Context: an optimization exercise on an open-source flow, tuned for small area and a short achievable clock period. The choices shown serve that exercise and are no tape-out recipe. RTL that was checked went through simulation tests only; none was proved equivalent to the original. Power and IR drop assume default switching activity.

==> module entropy_encode_dc_coefficients, before the edit <==
module entropy_encode_dc_coefficients #(parameter ADDER = 0) (
	input clk,
	input reset_n,
	input in_valid,
	input in_first,
	input [15:0] DcCoeff,
	output out_valid,
	output [31:0] codeword,
	output [5:0] codeword_length
);
reg first_pending;
wire is_first = in_first | first_pending;
reg [15:0] x1;
reg [15:0] pp;        
reg        v1, f1;
always @(posedge clk) begin
	if (!reset_n) begin
		first_pending <= 1'b1;
		v1 <= 1'b0;
	end else begin
		if (in_valid) first_pending <= 1'b0;
		v1 <= in_valid;
	end
	if (in_valid) x1 <= DcCoeff;
	pp <= ~(DcCoeff ^ (x1 & {16{~is_first}}));
	f1 <= is_first;
end
reg        sgn;       
wire [15:0] gg = ~pp & (x1 ^ {16{sgn}});
wire        eq = &pp;                                    
wire [15:0] g0 = {gg[15:1], gg[0] | pp[0]};
wire [16:0] c;
assign c[0] = 1'b1;
genvar b;
generate
	if (ADDER == 1) begin : g_ripple
		for (b = 0; b < 16; b = b + 1) begin : g_r
			assign c[b+1] = g0[b] | (pp[b] & c[b]);
		end
	end else begin : g_sklansky
		wire [15:0] G0 = g0, P0 = pp;
		wire [15:0] G1, P1, G2, P2, G3, P3, G4, P4;
		for (b = 0; b < 16; b = b + 1) begin : g_l0
			if (b & 1) begin : g_node
				assign G1[b] = G0[b] | (P0[b] & G0[((b >> 0) << 0) - 1]);
				assign P1[b] = P0[b] & P0[((b >> 0) << 0) - 1];
			end else begin : g_pass
				assign G1[b] = G0[b];
				assign P1[b] = P0[b];
			end
		end
		for (b = 0; b < 16; b = b + 1) begin : g_l1
			if (b & 2) begin : g_node
				assign G2[b] = G1[b] | (P1[b] & G1[((b >> 1) << 1) - 1]);
				assign P2[b] = P1[b] & P1[((b >> 1) << 1) - 1];
			end else begin : g_pass
				assign G2[b] = G1[b];
				assign P2[b] = P1[b];
			end
		end
		for (b = 0; b < 16; b = b + 1) begin : g_l2
			if (b & 4) begin : g_node
				assign G3[b] = G2[b] | (P2[b] & G2[((b >> 2) << 2) - 1]);
				assign P3[b] = P2[b] & P2[((b >> 2) << 2) - 1];
			end else begin : g_pass
				assign G3[b] = G2[b];
				assign P3[b] = P2[b];
			end
		end
		for (b = 0; b < 16; b = b + 1) begin : g_l3
			if (b & 8) begin : g_node
				assign G4[b] = G3[b] | (P3[b] & G3[((b >> 3) << 3) - 1]);
				assign P4[b] = P3[b] & P3[((b >> 3) << 3) - 1];
			end else begin : g_pass
				assign G4[b] = G3[b];
				assign P4[b] = P3[b];
			end
		end
		assign c[16:1] = G4;
	end
endgenerate
wire [15:0] e = pp ^ c[15:0];
wire        e16 = pp[15] ^ c[16];
wire [16:0] m = {e ^ {16{e16}}, e16};
wire d_neg = sgn ? (~e16 & ~eq) : e16;
always @(posedge clk) begin
	if (in_valid & is_first) sgn <= 1'b0;
	else if (v1) sgn <= d_neg & ~f1;
end
reg [16:0] m2;
reg        v2, f2;
reg [1:0]  cls;    
always @(posedge clk) begin
	if (!reset_n) v2 <= 1'b0;
	else v2 <= v1;
	m2 <= m;
	f2 <= f1;
end
wire [1:0] mcls = (m2 == 17'd0) ? 2'd0 :
                  (m2 <= 17'd2) ? 2'd1 :
                  (m2 <= 17'd4) ? 2'd2 : 2'd3;
always @(posedge clk) begin
	if (v2) cls <= f2 ? 2'd3 : mcls;
end
reg [17:0] add;
reg signed [3:0] cc;
always @(*) begin
	if (f2) begin
		add = 18'd32; cc = -4'sd4;
	end else begin
		case (cls)
		2'd0: begin add = 18'd1; cc = 4'sd1; end
		2'd1: begin add = 18'd2; cc = 4'sd0; end
		2'd2: begin
			if (m2 < 17'd4) begin add = 18'd4; cc = -4'sd1; end
			else begin add = 18'd0; cc = 4'sd0; end
		end
		default: begin add = 18'd8; cc = -4'sd2; end
		endcase
	end
end
wire [17:0] s = {1'b0, m2} + add;
reg [4:0] fl;
integer i;
always @(*) begin
	fl = 5'd0;
	for (i = 1; i < 18; i = i + 1)
		if (s[i]) fl = i;
end
wire [5:0] len = {fl, 1'b0} + {{2{cc[3]}}, cc};
reg        v3;
reg [17:0] cw3;
reg [5:0]  len3;
always @(posedge clk) begin
	if (!reset_n) v3 <= 1'b0;
	else v3 <= v2;
	cw3 <= s;
	len3 <= len;
end
assign out_valid = v3;
assign codeword = {14'h0, cw3};
assign codeword_length = len3;
endmodule
==> flow/config.mk <==
export PLATFORM = sky130hd
export DESIGN_NAME = entropy_encode_dc_coefficients
export DESIGN_NICKNAME = entropy_encode_dc_coefficients
export VERILOG_FILES = /design/flow/design.v
export SDC_FILE = /design/flow/constraint.sdc
export NUM_CORES = 4
export LEC_CHECK = 0
export ABC_AREA = 1
export CAP_MARGIN = 20
export CORE_MARGIN = 2
export CORE_UTILIZATION = 40
export SETUP_SLACK_MARGIN = 2.7
export SLEW_MARGIN = 20
==> flow/constraint.sdc <==
create_clock -name core_clock -period 5.0 [get_ports {clk}]
set_input_delay 1.0000 -clock core_clock [delete_from_list [all_inputs] [get_ports {clk}]]
set_output_delay 1.0000 -clock core_clock [all_outputs]
set_load 0.01 [all_outputs]
standard.sh (not shown) runs the stock make flow with config.mk's settings and CLKGATE_MAP_FILE= SYNTH_SCRIPT=/design/flow/synth_recipe.tcl, a recipe that flattens the netlist after the stock synthesis.
==> flow/flow/run.sh <==
#!/bin/bash
# The standard layout with two changes:
#  - the input and output ports are buffered with plain buffers instead of
#    the delay buffers buffer_ports picks by default;
#  - synthesis leaves adders to ABC instead of mapping them to full/half-adder
#    cells first (ADDER_MAP_FILE empty); registers are unchanged.
# make's full output goes to make.log in the work folder; ORFS keeps each
# tool's log under orfs/logs/.
set -euo pipefail
cd "$(dirname "$0")/.."
bash standard.sh "BUFFER_PORTS_ARGS=-buffer_cell sky130_fd_sc_hd__buf_2" "ADDER_MAP_FILE=" finish > make.log 2>&1
The first run ran to the end with no violations.
==> next run, changes <==
--- a/flow/design.v
+++ b/flow/design.v
@@ -103,39 +103,53 @@
 always @(posedge clk) begin
 	if (v2) cls <= f2 ? 2'd3 : mcls;
 end
-reg [17:0] add;
-reg signed [3:0] cc;
-always @(*) begin
-	if (f2) begin
-		add = 18'd32; cc = -4'sd4;
-	end else begin
-		case (cls)
-		2'd0: begin add = 18'd1; cc = 4'sd1; end
-		2'd1: begin add = 18'd2; cc = 4'sd0; end
-		2'd2: begin
-			if (m2 < 17'd4) begin add = 18'd4; cc = -4'sd1; end
-			else begin add = 18'd0; cc = 4'sd0; end
-		end
-		default: begin add = 18'd8; cc = -4'sd2; end
-		endcase
+wire cF = f2;
+wire c0 = ~f2 & (cls == 2'd0);
+wire c1 = ~f2 & (cls == 2'd1);
+wire c2 = ~f2 & (cls == 2'd2);
+wire c3 = ~f2 & (cls == 2'd3);
+wire mlt4 = (m2[16:2] == 15'd0);      
+wire [17:0] lowk;     
+assign lowk = cF ? 18'h1f : c1 ? 18'h1 : c3 ? 18'h7 : 18'h0;
+wire [16:0] mm = m2 | lowk[16:0];
+wire [17:0] cin;      
+assign cin[0] = 1'b1;
+genvar j;
+generate for (j = 1; j < 18; j = j + 1) begin : g_carry
+	assign cin[j] = &mm[j-1:0];
+end endgenerate
+wire inc = ~c2;
+wire [17:0] s;
+assign s[16:0] = m2 ^ (cin[16:0] & ~lowk[16:0] & {17{inc}});
+assign s[17] = inc & cin[17];
+wire [17:0] cw = {s[17:3], s[2] | (c2 & mlt4), s[1:0]};
+wire [17:0] t;
+generate for (j = 1; j < 18; j = j + 1) begin : g_therm
+	if (j < 17) begin : g_or
+		assign t[j] = (|m2[16:j]) | (inc & cin[j]) | (c2 & (j <= 2));
+	end else begin : g_top
+		assign t[j] = inc & cin[j];
 	end
-end
-wire [17:0] s = {1'b0, m2} + add;
-reg [4:0] fl;
+end endgenerate
+assign t[0] = 1'b1;
+wire [1:0] sh = cF ? 2'd2 : (c3 | (c2 & mlt4)) ? 2'd1 : 2'd0;
+wire [19:0] tx = {2'b00, t};
+wire [17:0] u = (sh == 2'd2) ? tx[19:2] : (sh == 2'd1) ? tx[18:1] : tx[17:0];
+reg [4:0] half;
 integer i;
 always @(*) begin
-	fl = 5'd0;
+	half = 5'd0;
 	for (i = 1; i < 18; i = i + 1)
-		if (s[i]) fl = i;
+		if (u[i] & ~u[(i < 17) ? i + 1 : 17] | (i == 17 & u[17])) half = i;
 end
-wire [5:0] len = {fl, 1'b0} + {{2{cc[3]}}, cc};
+wire [5:0] len = {half, c0 | (c2 & mlt4)};
 reg        v3;
 reg [17:0] cw3;
 reg [5:0]  len3;
 always @(posedge clk) begin
 	if (!reset_n) v3 <= 1'b0;
 	else v3 <= v2;
-	cw3 <= s;
+	cw3 <= cw;
 	len3 <= len;
 end
 assign out_valid = v3;
=> The new run completed with no timing, DRC or antenna violations; area after synthesis rises by 12%; sequential cell count does not change; final area goes down by 2.8%; count of clock-buffer cells in the layout grows by 1; die area is higher by 12%; global-route usage went up by 1.7 points; hold slack hardly moves; setup slack is better by 0.56 ns; wire length climbs by about 14%; register-to-register slack is better by 0.56 ns; power decreases by about 12%; non-clock buffer count is lower by 46.
For the first run of this note, only the layout was checked, not whether the RTL still works.

## what the ideal ports hide
Ports are ideal in the flow. The routed layouts listed here were re-timed in OpenROAD. Step 1, drivers: a clkbuf_16 drives clk and a buf_2 each remaining input, both assumed. Step 2 times the ports against the registers' clock, not the clock port: input delays grow and output delays shrink by t, the midpoint of the rising clock arrivals with the driver on. a / b / c = ideal / step 1 / step 2; a / b = the first two.
run | t, ns | setup WS [ns] | worst setup path after step 2 | pins driven straight from the clock port
the first run | 0.379 | 2.299 / 2.299 / 2.299 | register to register | 1
the second run | 0.376 | 2.863 / 2.863 / 2.863 | register to register | 1
After both steps every run listed still meets setup and hold.
